Background: an optimization exercise with open tools, aiming at small area. Do not read the settings as production practice. Function was checked by simulation only, so behaviour that the tests miss may differ from the original. Power figures rest on the tool's default switching activity, not on a simulated workload.

===== flow/design.v =====
module rgb2ycbcr(
    input clk,
    input de_in,
    input Hsync_in,
    input Vsync_in,
    input [23:0] pixel_RGB,
    output de_out,
    output Hsync_out,
    output Vsync_out,
    output [23:0] pixel_YCbCr
);
reg [26:0] s1, s2, s3, s4, s5;
wire [7:0] y, cb, cr;
always @(posedge clk) begin
    s1 <= {de_in, Hsync_in, Vsync_in, pixel_RGB};
    s2 <= s1;
    s3 <= s2;
    s4 <= s3;
    s5 <= {s4[26:24], y, cb, cr};
end
ycc_core core (.R(s4[23:16]), .G(s4[15:8]), .B(s4[7:0]), .Y(y), .Cb(cb), .Cr(cr));
assign {de_out, Hsync_out, Vsync_out, pixel_YCbCr} = s5;
endmodule
module ycc_core(input [7:0] R, input [7:0] G, input [7:0] B, output [7:0] Y, output [7:0] Cb, output [7:0] Cr);
wire w1, w2, w3, w4, w5, w6, w7, w8, w9, w10, w11, w12, w13, w14, w15, w16, w17, w18, w19, w20, w21, w22, w23, w24, w25, w26, w27, w28, w29, w30, w31, w32, w33, w34, w35, w36, w37, w38, w39, w40, w41, w42, w43, w44, w45, w46, w47, w48, w49, w50, w51, w52, w53, w54, w55, w56, w57, w58, w59, w60, w61, w62, w63, w64, w65, w66, w67, w68, w69, w70, w71, w72, w73, w74, w75, w76, w77, w78, w79, w80, w81, w82, w83, w84, w85, w86, w87, w88, w89, w90, w91, w92, w93, w94, w95, w96, w97, w98, w99, w100, w101, w102, w103, w104, w105, w106, w107, w108, w109, w110, w111, w112, w113, w114, w115, w116, w117, w118, w119, w120, w121, w122, w123, w124, w125, w126, w127, w128, w129, w130, w131, w132, w133, w134, w135, w136, w137, w138, w139, w140, w141, w142, w143, w144, w145, w146, w147, w148, w149, w150, w151, w152, w153, w154, w155, w156, w157, w158, w159, w160, w161, w162, w163, w164, w165, w166, w167, w168, w169, w170, w171, w172, w173, w174, w175, w176, w177, w178, w179, w180, w181, w182, w183, w184, w185, w186, w187, w188, w189, w190, w191, w192, w193, w194, w195, w196, w197, w198, w199, w200, w201, w202, w203, w204, w205, w206, w207, w208, w209, w210, w211, w212, w213, w214, w215, w216, w217, w218, w219, w220, w221, w222, w223, w224, w225, w226, w227, w228, w229, w230, w231, w232, w233, w234, w235, w236, w237, w238, w239, w240, w241, w242, w243, w244, w245, w246, w247, w248, w249, w250, w251, w252, w253, w254, w255, w256, w257, w258, w259, w260, w261, w262, w263, w264, w265, w266, w267, w268, w269, w270, w271, w272, w273, w274, w275, w276, w277, w278, w279, w280, w281, w282, w283, w284, w285, w286, w287, w288, w289, w290, w291, w292, w293, w294, w295, w296, w297, w298, w299, w300, w301, w302, w303, w304, w305, w306, w307, w308, w309, w310, w311, w312, w313, w314, w315, w316, w317, w318, w319, w320, w321, w322, w323, w324, w325, w326, w327, w328, w329, w330, w331, w332, w333, w334, w335, w336, w337, w338, w339, w340, w341, w342, w343, w344, w345, w346, w347, w348, w349, w350, w351, w352, w353, w354, w355, w356, w357, w358, w359, w360, w361, w362, w363, w364, w365, w366, w367, w368, w369, w370, w371, w372, w373, w374, w375, w376, w377, w378, w379, w380, w381, w382, w383, w384, w385, w386, w387, w388, w389, w390, w391, w392, w393, w394, w395, w396, w397, w398, w399, w400, w401, w402, w403, w404, w405, w406;
fa_cell u2 (.a(R[1]), .b(R[4]), .c(R[7]), .s(w1), .co(w2));
fa_cell u4 (.a(R[0]), .b(R[1]), .c(R[2]), .s(w3), .co(w4));
fa_cell u6 (.a(R[5]), .b(w2), .c(w3), .s(w5), .co(w6));
fa_cell u8 (.a(R[2]), .b(R[3]), .c(R[6]), .s(w7), .co(w8));
fa_cell u10 (.a(w4), .b(w7), .c(w6), .s(w9), .co(w10));
fa_cell u12 (.a(R[0]), .b(R[3]), .c(R[4]), .s(w11), .co(w12));
fa_cell u14 (.a(R[7]), .b(w8), .c(w11), .s(w13), .co(w14));
assign w15 = w10 & w13;
fa_cell u17 (.a(R[1]), .b(R[4]), .c(R[5]), .s(w16), .co(w17));
fa_cell u19 (.a(w12), .b(w16), .c(w14), .s(w18), .co(w19));
assign w20 = w15 & w18;
assign w21 = G[1] & 1'b1;
assign w22 = G[2] ^ G[5] ^ 1'b1;
assign w23 = (G[2] & G[5]) | (G[2] & 1'b1) | (G[5] & 1'b1);
assign w24 = w21 & w22;
fa_cell u26 (.a(G[0]), .b(G[2]), .c(G[3]), .s(w25), .co(w26));
fa_cell u28 (.a(G[6]), .b(w23), .c(w25), .s(w27), .co(w28));
assign w29 = w24 & w27;
fa_cell u31 (.a(G[1]), .b(G[3]), .c(G[4]), .s(w30), .co(w31));
fa_cell u33 (.a(G[7]), .b(w26), .c(w30), .s(w32), .co(w33));
fa_cell u35 (.a(w28), .b(w32), .c(w29), .s(w34), .co(w35));
fa_cell u37 (.a(G[2]), .b(G[4]), .c(G[5]), .s(w36), .co(w37));
fa_cell u39 (.a(w31), .b(w36), .c(w33), .s(w38), .co(w39));
assign w40 = w35 & w38;
fa_cell u42 (.a(G[0]), .b(G[3]), .c(G[5]), .s(w41), .co(w42));
fa_cell u44 (.a(G[6]), .b(w37), .c(w41), .s(w43), .co(w44));
fa_cell u46 (.a(w43), .b(w39), .c(w40), .s(w45), .co(w46));
assign w47 = B[6] & B[7];
fa_cell u49 (.a(~B[1]), .b(~B[2]), .c(B[6]), .s(w48), .co(w49));
assign w50 = w47 & w48;
fa_cell u52 (.a(~B[3]), .b(B[4]), .c(B[7]), .s(w51), .co(w52));
fa_cell u54 (.a(w49), .b(w51), .c(w50), .s(w53), .co(w54));
assign w55 = B[0] ^ B[5] ^ 1'b1;
assign w56 = (B[0] & B[5]) | (B[0] & 1'b1) | (B[5] & 1'b1);
fa_cell u58 (.a(w52), .b(w55), .c(w54), .s(w57), .co(w58));
fa_cell u60 (.a(B[1]), .b(~B[4]), .c(B[6]), .s(w59), .co(w60));
fa_cell u62 (.a(w56), .b(w59), .c(w58), .s(w61), .co(w62));
fa_cell u64 (.a(B[2]), .b(~B[5]), .c(B[7]), .s(w63), .co(w64));
fa_cell u66 (.a(w60), .b(w63), .c(w62), .s(w65), .co(w66));
fa_cell u68 (.a(R[2]), .b(R[5]), .c(R[6]), .s(w67), .co(w68));
fa_cell u70 (.a(G[1]), .b(G[4]), .c(G[6]), .s(w69), .co(w70));
fa_cell u72 (.a(G[7]), .b(B[3]), .c(~B[6]), .s(w71), .co(w72));
fa_cell u74 (.a(w17), .b(w42), .c(w64), .s(w73), .co(w74));
fa_cell u76 (.a(w67), .b(w69), .c(w71), .s(w75), .co(w76));
fa_cell u78 (.a(w44), .b(w73), .c(w75), .s(w77), .co(w78));
fa_cell u80 (.a(w19), .b(w77), .c(w20), .s(w79), .co(w80));
fa_cell u82 (.a(w46), .b(w66), .c(w79), .s(w81), .co(w82));
fa_cell u84 (.a(R[3]), .b(R[6]), .c(R[7]), .s(w83), .co(w84));
fa_cell u86 (.a(G[2]), .b(G[5]), .c(G[7]), .s(w85), .co(w86));
fa_cell u88 (.a(B[4]), .b(~B[7]), .c(w68), .s(w87), .co(w88));
fa_cell u90 (.a(w70), .b(w72), .c(w83), .s(w89), .co(w90));
fa_cell u92 (.a(w85), .b(w74), .c(w76), .s(w91), .co(w92));
fa_cell u94 (.a(w87), .b(w89), .c(w78), .s(w93), .co(w94));
fa_cell u96 (.a(w91), .b(w93), .c(w80), .s(w95), .co(w96));
ha_cell u98 (.a(w82), .b(w95), .s(w97), .co(w98));
fa_cell u100 (.a(R[4]), .b(R[7]), .c(G[3]), .s(w99), .co(w100));
assign w101 = G[6] ^ B[5] ^ 1'b1;
assign w102 = (G[6] & B[5]) | (G[6] & 1'b1) | (B[5] & 1'b1);
fa_cell u104 (.a(w84), .b(w86), .c(w99), .s(w103), .co(w104));
fa_cell u106 (.a(w101), .b(w88), .c(w90), .s(w105), .co(w106));
fa_cell u108 (.a(w103), .b(w92), .c(w105), .s(w107), .co(w108));
fa_cell u110 (.a(w94), .b(w107), .c(w96), .s(w109), .co(w110));
ha_cell u112 (.a(w98), .b(w109), .s(w111), .co(w112));
fa_cell u114 (.a(R[5]), .b(G[4]), .c(G[7]), .s(w113), .co(w114));
assign w115 = B[6] ^ 1'b1 ^ w100;
assign w116 = (B[6] & 1'b1) | (B[6] & w100) | (1'b1 & w100);
fa_cell u118 (.a(w102), .b(w113), .c(w104), .s(w117), .co(w118));
fa_cell u120 (.a(w115), .b(w106), .c(w117), .s(w119), .co(w120));
fa_cell u122 (.a(w108), .b(w119), .c(w110), .s(w121), .co(w122));
ha_cell u124 (.a(w112), .b(w121), .s(w123), .co(w124));
fa_cell u126 (.a(R[6]), .b(G[5]), .c(B[7]), .s(w125), .co(w126));
assign w127 = 1'b1 ^ w114 ^ w125;
assign w128 = (1'b1 & w114) | (1'b1 & w125) | (w114 & w125);
fa_cell u130 (.a(w116), .b(w127), .c(w118), .s(w129), .co(w130));
fa_cell u132 (.a(w120), .b(w129), .c(w122), .s(w131), .co(w132));
ha_cell u134 (.a(w124), .b(w131), .s(w133), .co(w134));
assign w135 = R[7] ^ G[6] ^ 1'b1;
assign w136 = (R[7] & G[6]) | (R[7] & 1'b1) | (G[6] & 1'b1);
fa_cell u138 (.a(w126), .b(w135), .c(w128), .s(w137), .co(w138));
fa_cell u140 (.a(w137), .b(w130), .c(w132), .s(w139), .co(w140));
ha_cell u142 (.a(w134), .b(w139), .s(w141), .co(w142));
assign w143 = G[7] ^ 1'b1 ^ w136;
assign w144 = (G[7] & 1'b1) | (G[7] & w136) | (1'b1 & w136);
fa_cell u146 (.a(w143), .b(w138), .c(w140), .s(w145), .co(w146));
ha_cell u148 (.a(w142), .b(w145), .s(w147), .co(w148));
assign w149 = 1'b1 ^ w144 ^ w146;
assign w150 = w148 ^ w149;
fa_cell u152 (.a(R[0]), .b(R[1]), .c(R[3]), .s(w151), .co(w152));
assign w153 = ~R[4] & w151;
fa_cell u155 (.a(R[1]), .b(R[2]), .c(R[3]), .s(w154), .co(w155));
fa_cell u157 (.a(~R[5]), .b(R[6]), .c(R[7]), .s(w156), .co(w157));
fa_cell u159 (.a(w152), .b(w154), .c(w156), .s(w158), .co(w159));
assign w160 = w153 & w158;
assign w161 = R[0] ^ R[2] ^ 1'b1;
assign w162 = (R[0] & R[2]) | (R[0] & 1'b1) | (R[2] & 1'b1);
fa_cell u164 (.a(w155), .b(w157), .c(w161), .s(w163), .co(w164));
fa_cell u166 (.a(w159), .b(w163), .c(w160), .s(w165), .co(w166));
fa_cell u168 (.a(R[1]), .b(R[3]), .c(R[4]), .s(w167), .co(w168));
assign w169 = R[6] ^ 1'b1 ^ w162;
assign w170 = (R[6] & 1'b1) | (R[6] & w162) | (1'b1 & w162);
fa_cell u172 (.a(w167), .b(w164), .c(w169), .s(w171), .co(w172));
assign w173 = w166 & w171;
fa_cell u175 (.a(R[2]), .b(R[4]), .c(R[5]), .s(w174), .co(w175));
assign w176 = R[6] ^ R[7] ^ 1'b1;
assign w177 = (R[6] & R[7]) | (R[6] & 1'b1) | (R[7] & 1'b1);
fa_cell u179 (.a(w168), .b(w174), .c(w176), .s(w178), .co(w179));
fa_cell u181 (.a(w170), .b(w178), .c(w172), .s(w180), .co(w181));
assign w182 = w173 & w180;
fa_cell u184 (.a(G[1]), .b(G[3]), .c(G[5]), .s(w183), .co(w184));
assign w185 = 1'b1 & w183;
fa_cell u187 (.a(G[0]), .b(G[2]), .c(G[4]), .s(w186), .co(w187));
fa_cell u189 (.a(G[5]), .b(w184), .c(w186), .s(w188), .co(w189));
assign w190 = w185 & w188;
assign w191 = G[1] ^ G[3] ^ 1'b1;
assign w192 = (G[1] & G[3]) | (G[1] & 1'b1) | (G[3] & 1'b1);
fa_cell u194 (.a(w187), .b(w191), .c(w189), .s(w193), .co(w194));
assign w195 = w190 & w193;
fa_cell u197 (.a(G[0]), .b(G[2]), .c(G[4]), .s(w196), .co(w197));
assign w198 = G[6] ^ 1'b1 ^ w192;
assign w199 = (G[6] & 1'b1) | (G[6] & w192) | (1'b1 & w192);
fa_cell u201 (.a(w196), .b(w198), .c(w194), .s(w200), .co(w201));
assign w202 = w195 & w200;
fa_cell u204 (.a(G[1]), .b(G[3]), .c(G[5]), .s(w203), .co(w204));
assign w205 = G[7] ^ 1'b1 ^ w197;
assign w206 = (G[7] & 1'b1) | (G[7] & w197) | (1'b1 & w197);
fa_cell u208 (.a(w203), .b(w199), .c(w205), .s(w207), .co(w208));
fa_cell u210 (.a(w207), .b(w201), .c(w202), .s(w209), .co(w210));
fa_cell u212 (.a(R[3]), .b(R[5]), .c(R[7]), .s(w211), .co(w212));
fa_cell u214 (.a(G[2]), .b(G[4]), .c(G[6]), .s(w213), .co(w214));
fa_cell u216 (.a(~B[1]), .b(w175), .c(w177), .s(w215), .co(w216));
fa_cell u218 (.a(w204), .b(w211), .c(w213), .s(w217), .co(w218));
fa_cell u220 (.a(w179), .b(w206), .c(w215), .s(w219), .co(w220));
fa_cell u222 (.a(w217), .b(w208), .c(w219), .s(w221), .co(w222));
fa_cell u224 (.a(w181), .b(w221), .c(w182), .s(w223), .co(w224));
ha_cell u226 (.a(w210), .b(w223), .s(w225), .co(w226));
fa_cell u228 (.a(R[4]), .b(R[6]), .c(G[3]), .s(w227), .co(w228));
fa_cell u230 (.a(G[5]), .b(G[7]), .c(~B[2]), .s(w229), .co(w230));
fa_cell u232 (.a(w212), .b(w214), .c(w227), .s(w231), .co(w232));
fa_cell u234 (.a(w229), .b(w216), .c(w218), .s(w233), .co(w234));
fa_cell u236 (.a(w231), .b(w220), .c(w233), .s(w235), .co(w236));
fa_cell u238 (.a(w222), .b(w235), .c(w224), .s(w237), .co(w238));
ha_cell u240 (.a(w226), .b(w237), .s(w239), .co(w240));
fa_cell u242 (.a(R[5]), .b(R[7]), .c(G[4]), .s(w241), .co(w242));
fa_cell u244 (.a(G[6]), .b(~B[3]), .c(w228), .s(w243), .co(w244));
fa_cell u246 (.a(w230), .b(w241), .c(w232), .s(w245), .co(w246));
fa_cell u248 (.a(w243), .b(w234), .c(w245), .s(w247), .co(w248));
fa_cell u250 (.a(w236), .b(w247), .c(w238), .s(w249), .co(w250));
ha_cell u252 (.a(w240), .b(w249), .s(w251), .co(w252));
fa_cell u254 (.a(R[6]), .b(G[5]), .c(G[7]), .s(w253), .co(w254));
fa_cell u256 (.a(~B[4]), .b(w242), .c(w253), .s(w255), .co(w256));
fa_cell u258 (.a(w244), .b(w255), .c(w246), .s(w257), .co(w258));
fa_cell u260 (.a(w248), .b(w257), .c(w250), .s(w259), .co(w260));
ha_cell u262 (.a(w252), .b(w259), .s(w261), .co(w262));
fa_cell u264 (.a(R[7]), .b(G[6]), .c(~B[5]), .s(w263), .co(w264));
fa_cell u266 (.a(w254), .b(w263), .c(w256), .s(w265), .co(w266));
fa_cell u268 (.a(w265), .b(w258), .c(w260), .s(w267), .co(w268));
ha_cell u270 (.a(w262), .b(w267), .s(w269), .co(w270));
fa_cell u272 (.a(G[7]), .b(~B[6]), .c(w264), .s(w271), .co(w272));
fa_cell u274 (.a(w271), .b(w266), .c(w268), .s(w273), .co(w274));
ha_cell u276 (.a(w270), .b(w273), .s(w275), .co(w276));
fa_cell u278 (.a(~B[7]), .b(w272), .c(w274), .s(w277), .co(w278));
ha_cell u280 (.a(w276), .b(w277), .s(w279), .co(w280));
assign w281 = 1'b1 ^ w278 ^ w280;
fa_cell u283 (.a(~G[0]), .b(~G[1]), .c(G[5]), .s(w282), .co(w283));
assign w284 = 1'b1 & w282;
fa_cell u286 (.a(~G[3]), .b(G[6]), .c(G[7]), .s(w285), .co(w286));
assign w287 = 1'b1 ^ w283 ^ w285;
assign w288 = (1'b1 & w283) | (1'b1 & w285) | (w283 & w285);
assign w289 = w284 & w287;
fa_cell u291 (.a(~G[0]), .b(~G[2]), .c(~G[4]), .s(w290), .co(w291));
assign w292 = G[7] ^ 1'b1 ^ w286;
assign w293 = (G[7] & 1'b1) | (G[7] & w286) | (1'b1 & w286);
fa_cell u295 (.a(w290), .b(w288), .c(w292), .s(w294), .co(w295));
assign w296 = w289 & w294;
fa_cell u298 (.a(~G[1]), .b(~G[3]), .c(~G[5]), .s(w297), .co(w298));
fa_cell u300 (.a(w291), .b(w297), .c(w293), .s(w299), .co(w300));
fa_cell u302 (.a(w295), .b(w299), .c(w296), .s(w301), .co(w302));
fa_cell u304 (.a(~G[2]), .b(~G[4]), .c(~G[6]), .s(w303), .co(w304));
fa_cell u306 (.a(w298), .b(w303), .c(w300), .s(w305), .co(w306));
assign w307 = w302 & w305;
fa_cell u309 (.a(G[0]), .b(~G[3]), .c(~G[5]), .s(w308), .co(w309));
fa_cell u311 (.a(~G[7]), .b(w304), .c(w308), .s(w310), .co(w311));
fa_cell u313 (.a(w310), .b(w306), .c(w307), .s(w312), .co(w313));
fa_cell u315 (.a(B[2]), .b(B[4]), .c(B[7]), .s(w314), .co(w315));
assign w316 = 1'b1 & w314;
assign w317 = B[3] ^ B[4] ^ 1'b1;
assign w318 = (B[3] & B[4]) | (B[3] & 1'b1) | (B[4] & 1'b1);
fa_cell u320 (.a(w315), .b(w317), .c(w316), .s(w319), .co(w320));
assign w321 = B[0] ^ B[2] ^ 1'b1;
assign w322 = (B[0] & B[2]) | (B[0] & 1'b1) | (B[2] & 1'b1);
fa_cell u324 (.a(w318), .b(w321), .c(w320), .s(w323), .co(w324));
fa_cell u326 (.a(B[1]), .b(B[3]), .c(B[5]), .s(w325), .co(w326));
assign w327 = B[7] ^ 1'b1 ^ w322;
assign w328 = (B[7] & 1'b1) | (B[7] & w322) | (1'b1 & w322);
fa_cell u330 (.a(w325), .b(w327), .c(w324), .s(w329), .co(w330));
fa_cell u332 (.a(B[2]), .b(B[4]), .c(B[6]), .s(w331), .co(w332));
assign w333 = B[7] ^ 1'b1 ^ w326;
assign w334 = (B[7] & 1'b1) | (B[7] & w326) | (1'b1 & w326);
fa_cell u336 (.a(w331), .b(w328), .c(w333), .s(w335), .co(w336));
assign w337 = w330 & w335;
assign w338 = B[3] ^ B[5] ^ 1'b1;
assign w339 = (B[3] & B[5]) | (B[3] & 1'b1) | (B[5] & 1'b1);
fa_cell u341 (.a(w332), .b(w338), .c(w334), .s(w340), .co(w341));
fa_cell u343 (.a(w336), .b(w340), .c(w337), .s(w342), .co(w343));
fa_cell u345 (.a(G[1]), .b(~G[4]), .c(~G[6]), .s(w344), .co(w345));
fa_cell u347 (.a(B[4]), .b(B[6]), .c(~R[1]), .s(w346), .co(w347));
fa_cell u349 (.a(w309), .b(w339), .c(w344), .s(w348), .co(w349));
fa_cell u351 (.a(w346), .b(w311), .c(w348), .s(w350), .co(w351));
fa_cell u353 (.a(w341), .b(w350), .c(w313), .s(w352), .co(w353));
ha_cell u355 (.a(w343), .b(w352), .s(w354), .co(w355));
fa_cell u357 (.a(G[2]), .b(~G[5]), .c(~G[7]), .s(w356), .co(w357));
fa_cell u359 (.a(B[5]), .b(B[7]), .c(~R[2]), .s(w358), .co(w359));
fa_cell u361 (.a(w345), .b(w347), .c(w356), .s(w360), .co(w361));
fa_cell u363 (.a(w358), .b(w349), .c(w360), .s(w362), .co(w363));
fa_cell u365 (.a(w351), .b(w362), .c(w353), .s(w364), .co(w365));
ha_cell u367 (.a(w355), .b(w364), .s(w366), .co(w367));
fa_cell u369 (.a(G[3]), .b(~G[6]), .c(B[6]), .s(w368), .co(w369));
assign w370 = ~R[3] ^ 1'b1 ^ w357;
assign w371 = (~R[3] & 1'b1) | (~R[3] & w357) | (1'b1 & w357);
fa_cell u373 (.a(w359), .b(w368), .c(w361), .s(w372), .co(w373));
fa_cell u375 (.a(w370), .b(w363), .c(w372), .s(w374), .co(w375));
fa_cell u377 (.a(w374), .b(w365), .c(w367), .s(w376), .co(w377));
fa_cell u379 (.a(G[4]), .b(~G[7]), .c(B[7]), .s(w378), .co(w379));
assign w380 = ~R[4] ^ 1'b1 ^ w369;
assign w381 = (~R[4] & 1'b1) | (~R[4] & w369) | (1'b1 & w369);
fa_cell u383 (.a(w378), .b(w371), .c(w380), .s(w382), .co(w383));
fa_cell u385 (.a(w373), .b(w382), .c(w375), .s(w384), .co(w385));
ha_cell u387 (.a(w377), .b(w384), .s(w386), .co(w387));
fa_cell u389 (.a(G[5]), .b(~R[5]), .c(w379), .s(w388), .co(w389));
fa_cell u391 (.a(w381), .b(w388), .c(w383), .s(w390), .co(w391));
fa_cell u393 (.a(w390), .b(w385), .c(w387), .s(w392), .co(w393));
assign w394 = G[6] ^ ~R[6] ^ 1'b1;
assign w395 = (G[6] & ~R[6]) | (G[6] & 1'b1) | (~R[6] & 1'b1);
fa_cell u397 (.a(w394), .b(w389), .c(w391), .s(w396), .co(w397));
ha_cell u399 (.a(w393), .b(w396), .s(w398), .co(w399));
assign w400 = G[7] ^ ~R[7] ^ 1'b1;
assign w401 = (G[7] & ~R[7]) | (G[7] & 1'b1) | (~R[7] & 1'b1);
fa_cell u403 (.a(w395), .b(w400), .c(w397), .s(w402), .co(w403));
ha_cell u405 (.a(w399), .b(w402), .s(w404), .co(w405));
assign w406 = w401 ^ w403 ^ w405;
assign Y = {w150, w147, w141, w133, w123, w111, w97, w81};
assign Cb = {w281, w279, w275, w269, w261, w251, w239, w225} ^ 8'h7f;
assign Cr = {w406, w404, w398, w392, w386, w376, w366, w354} ^ 8'h7f;
endmodule
module fa_cell(input a, input b, input c, output s, output co);
assign s = a ^ b ^ c;
assign co = (a & b) | (a & c) | (b & c);
endmodule
module ha_cell(input a, input b, output s, output co);
assign s = a ^ b;
assign co = a & b;
endmodule

===== flow/run.sh =====
#!/bin/bash
# synth_recipe.tcl (not shown) runs the flow's synth.tcl, then flattens the netlist and writes it again
# the make line also repeats each setting of config.mk as NAME=value (left out here)
make -C /OpenROAD-flow-scripts/flow DESIGN_CONFIG=/design/flow/config.mk WORK_HOME=/design/flow/orfs CLKGATE_MAP_FILE= SYNTH_SCRIPT=/design/flow/synth_recipe.tcl finish

===== flow/config.mk =====
export PLATFORM = sky130hd
export DESIGN_NAME = rgb2ycbcr
export DESIGN_NICKNAME = rgb2ycbcr
export VERILOG_FILES = /design/flow/design.v
export SDC_FILE = /design/flow/constraint.sdc
export NUM_CORES = 4
export LEC_CHECK = 0
export CAP_MARGIN = 20
export CORE_MARGIN = 2
export CORE_UTILIZATION = 40
export SLEW_MARGIN = 20
export SYNTH_HIERARCHICAL = 1
export SYNTH_MINIMUM_KEEP_SIZE = 0

===== flow/constraint.sdc =====
create_clock -name core_clock -period 6.0 [get_ports {clk}]
set_input_delay 1.2000 -clock core_clock [delete_from_list [all_inputs] [get_ports {clk}]]
set_output_delay 1.2000 -clock core_clock [all_outputs]
set_load 0.01 [all_outputs]

==> Implementation_results.wiki <==
{| class="wikitable"
! Metric !! Value
|-
| Result of the run || complete, no violations
|-
| Worst-path clk slew || 70 ps
|-
| Cts bufs inserted || 17
|-
| Pin count of the biggest net entering global routing || 17
|-
| Worst setup EP type || flop
|-
| Max-slew violation total from the final report || 0
|-
| Reg-to-reg critical path startpoint || s4[17]
|-
| Setup crit start || s4[17]
|-
| Vias per cell || 4.15
|-
| Setup violations, final || 0
|-
| DRC violation total after the first TritonRoute iteration || 83
|-
| Most area-hungry cell type in the Yosys netlist || fa_1
|-
| Remaining global-route overflow || 0
|-
| Area Overhead vs Synth || 22.1%
|-
| Vertical extent of the die || 134 µm
|-
| Detailed Route WL || 11100 µm
|-
| Boundary Pins || 55
|-
| Clock latency on the worst-skew pair || 420 ps
|-
| Power density over cell area || 404 nW/µm²
|-
| Layout net count || 733
|-
| Horizontal die dimension || 134 µm
|-
| Share of the clock period used by the worst path || 96.0%
|-
| Setup repair after global routing missed its margin || no
|-
| Number of antenna violations at the first check in global routing || 0
|-
| Std-Cell Core Area || 16500 µm²
|-
| Data required time of the critical path || 6300 ps
|-
| Worst-path maximum fanout || 7
|-
| Instance count of the mapped netlist || 434
|-
| Root Driver || clkbuf_16
|-
| Detailed-placement wirelength estimate || 9150 µm
|-
| Number of antenna-violating nets in the routed design || 0
|-
| Leading cell type by number of instances after synthesis || fa_1
|-
| Mean post-synth cell area || 15.5 µm²
|-
| Most frequent cells after synthesis || fa_1, dfxtp_1, inv_1, ha_1, buf_4
|-
| Total global-route track usage || 14.6%
|-
| Placer congestion estimate || 0.853
|-
| Worst hold margin || 321 ps
|-
| Total negative slack for setup checks || 0 ps
|-
| Hold/Removal Path Class || flop to flop
|-
| Port Buffer Count || 54
|-
| Remaining max-slew budget at the tightest pin || 56.8%
|-
| Number of detailed-routing iterations run before antenna repair || 4
|-
| Die Outline Area || 17800 µm²
|-
| Time the final worst path needs with I/O delays and setup || 5760 ps
|-
| Net Count, Synth || 652
|-
| Critical Path AT || 6060 ps
|-
| Critical Path Start Type || flop
|-
| Wire length of the first global-routing pass || 19000 µm
|-
| CTS Hold Bufs || 0
|-
| Cell types with the largest area share after synthesis || fa_1, dfxtp_1, ha_1, inv_1, buf_4
|-
| Number of synthesized register bits || 135
|-
| Number of enable flip-flop cells after synthesis || 0
|-
| Leak pwr || 3.65 nW
|-
| Share of flip-flops with an asynchronous set or reset || 0%
|-
| Start-to-end type of the worst setup path || flop to flop
|-
| Share of layout cells above drive strength 1 || 10.0%
|-
| Clk_skew || 10.9 ps
|-
| Sequential cell area fraction in the yosys report || 40.2%
|-
| Final hold viol count || 0
|-
| Final standard cell utilization of the core || 49.6%
|-
| Upper clock frequency limit || 0.174 GHz
|-
| Routed length per instance || 14.8 µm
|-
| Initial Util || 40.6%
|-
| Worst hold start || s1[9]
|-
| DRC Markers || 0
|-
| Warnings from Yosys || 7
|-
| Total vias in the final route || 3103
|-
| Maximum level of the CTS H-tree || 4
|-
| Synth top area share || 44.1%
|-
| ANT cells || 0
|-
| Most instantiated flip-flop cell in the synthesis netlist || dfxtp_1
|-
| Post-synthesis cell area || 6720 µm²
|-
| Sinks on Clock Net || 135
|-
| Number of global-route vias before repair || 3714
|-
| Post-CTS Setup Inserts || 0
|-
| Cell variety after synth || 12
|-
| Placement Rows || 47
|-
| MaxCap Viol Count || 0
|-
| Slew at the pin closest to its max-slew limit || 647 ps
|-
| CTS tree || built
|-
| Resized Gates After CTS || 0
|-
| IR drop worst, VDD || 0.000206 V
|-
| Buffer levels on the longest clock path || 2
|}
logic make-up (layout without fill, tap and decap cells):
logic type / count (synthesis) / after routing / synth area share, %
flops: 135 / 135 / 40.2
simple gates: 10 / 10 / 1.08
buf+inv: 96 / 190 / 5.92
fa+ha+maj: 190 / 190 / 51.9
xor+xnor: 3 / 3 / 0.820
report_power, final:
part | leakage, nW | internal, mW | switching, mW
Clock | 0.301 | 0.635 | 0.409
Sequential | 1.14 | 1.05 | 0.0481
Combinational | 2.21 | 0.612 | 0.558
Total | 3.65 | 2.30 | 1.02
worst max-delay path, stage by stage, from the launching register on:
cell and delay (ps):
dfxtp_1 460, fa_1 510, fa_1 490, fa_1 430, fa_1 420, and3_1 220, fa_1 400, fa_1 400
fa_1 390, fa_1 390, fa_1 390, fa_1 390, fa_1 440, ha_1 200, xnor2_1 120
cells in the final DEF, fill, tap and decap left out:
cell type / synthesis / layout
and2_1: 3 / 3
and3_1: 3 / 3
and3b_1: 3 / 3
and4_1: 1 / 1
buf_4: 10 / 18
bufinv_16: 0 / 2
clkbuf_16: 0 / 17
clkbuf_8: 0 / 1
clkdlybuf4s50_1: 0 / 54
clkinv_2: 0 / 2
clkinv_4: 0 / 4
dfxtp_1: 135 / 132
dfxtp_2: 0 / 3
fa_1: 148 / 148
ha_1: 42 / 42
inv_1: 86 / 86
inv_6: 0 / 3
inv_8: 0 / 3
xnor2_1: 1 / 1
xnor3_1: 1 / 1
xor3_1: 1 / 1
routing by layer:
metal,vias to the layer above,part of all wire [%],global-route usage [%]
li1,1424,-,-
met2,60,52,24.5
met4,0,2.9,7.39
met3,18,3.1,3.61
met1,1601,42,17.8
met5,-,0,0
Yosys stat by module, one instance, submodules excluded:
| module | flops+latches | area [µm²] |
|---|---|---|
| rgb2ycbcr | 135 | 2700 |
| ycc_core | 0 | 826 |
| fa_cell | 0 | 20.0 |
| ha_cell | 0 | 12.5 |
registers in the layout (all words and copies together), names as in the netlist:
| signal | count |
|---|---|
| s1 | 27 |
| s2 | 27 |
| s3 | 27 |
| s4 | 27 |
| s5 | 27 |
area by class of cell:
type | count | area, µm²
timing repair buffer | 72 | 676
fill | 1389 | 8320
multi-input combinational | 203 | 3620
clock buffer | 18 | 439
sequential | 135 | 2710
inverter | 86 | 323
tap | 220 | 275
clock inverter | 14 | 165
stage by stage:
step / cell area, µm² / setup slack, ps / total power [mW] / std cells
after CTS: 8200 / 151 / 3.40 / 748
after global routing: 8200 / 25.6 / 3.64 / 748
after floorplan: 6720 / 146 / 2.08 / 434
after detailed placement: 7590 / 173 / 2.33 / 716
final: 8200 / 241 / 3.31 / 748
after global placement: 7590 / 236 / 2.31 / 716
path summary, 6_finish.rpt:
check	slack (ps)	depth (start not counted)	to
worst min register to register	320	0	s2[9]
worst min-delay path	320	0	s2[9]
worst max register to register	240	14	s5[15]
worst max-delay path	240	14	s5[15]

-- static timing again, ports no longer ideal --
Ports are ideal in the flow. The routed layout listed here was re-timed in OpenROAD.
Step 1 (the two cells are an assumption about what drives the block):
set clk [get_ports {clk}]
set_driving_cell -lib_cell sky130_fd_sc_hd__clkbuf_16 $clk
set_driving_cell -lib_cell sky130_fd_sc_hd__buf_2 [delete_from_list [all_inputs] $clk]
Step 2 also shifts input and output timing later by t, the mid clock arrival at the registers, as if the neighbouring blocks saw the same clock.
Slacks: no drivers / after step 1 / after step 2; pairs: no drivers / after step 1.
shift t [ns]: 0.453
slack for setup (ns): 0.241 / 0.241 / 0.241
worst setup path after step 2: register to register
slew at the worst register clock pin (ns): 0.07 / 0.07
pins driven straight from the clock port: 1
After both steps this run still meets setup and hold. The setup slack of this run moves by 0.000 ns with the drivers and by 0.000 ns with both steps.
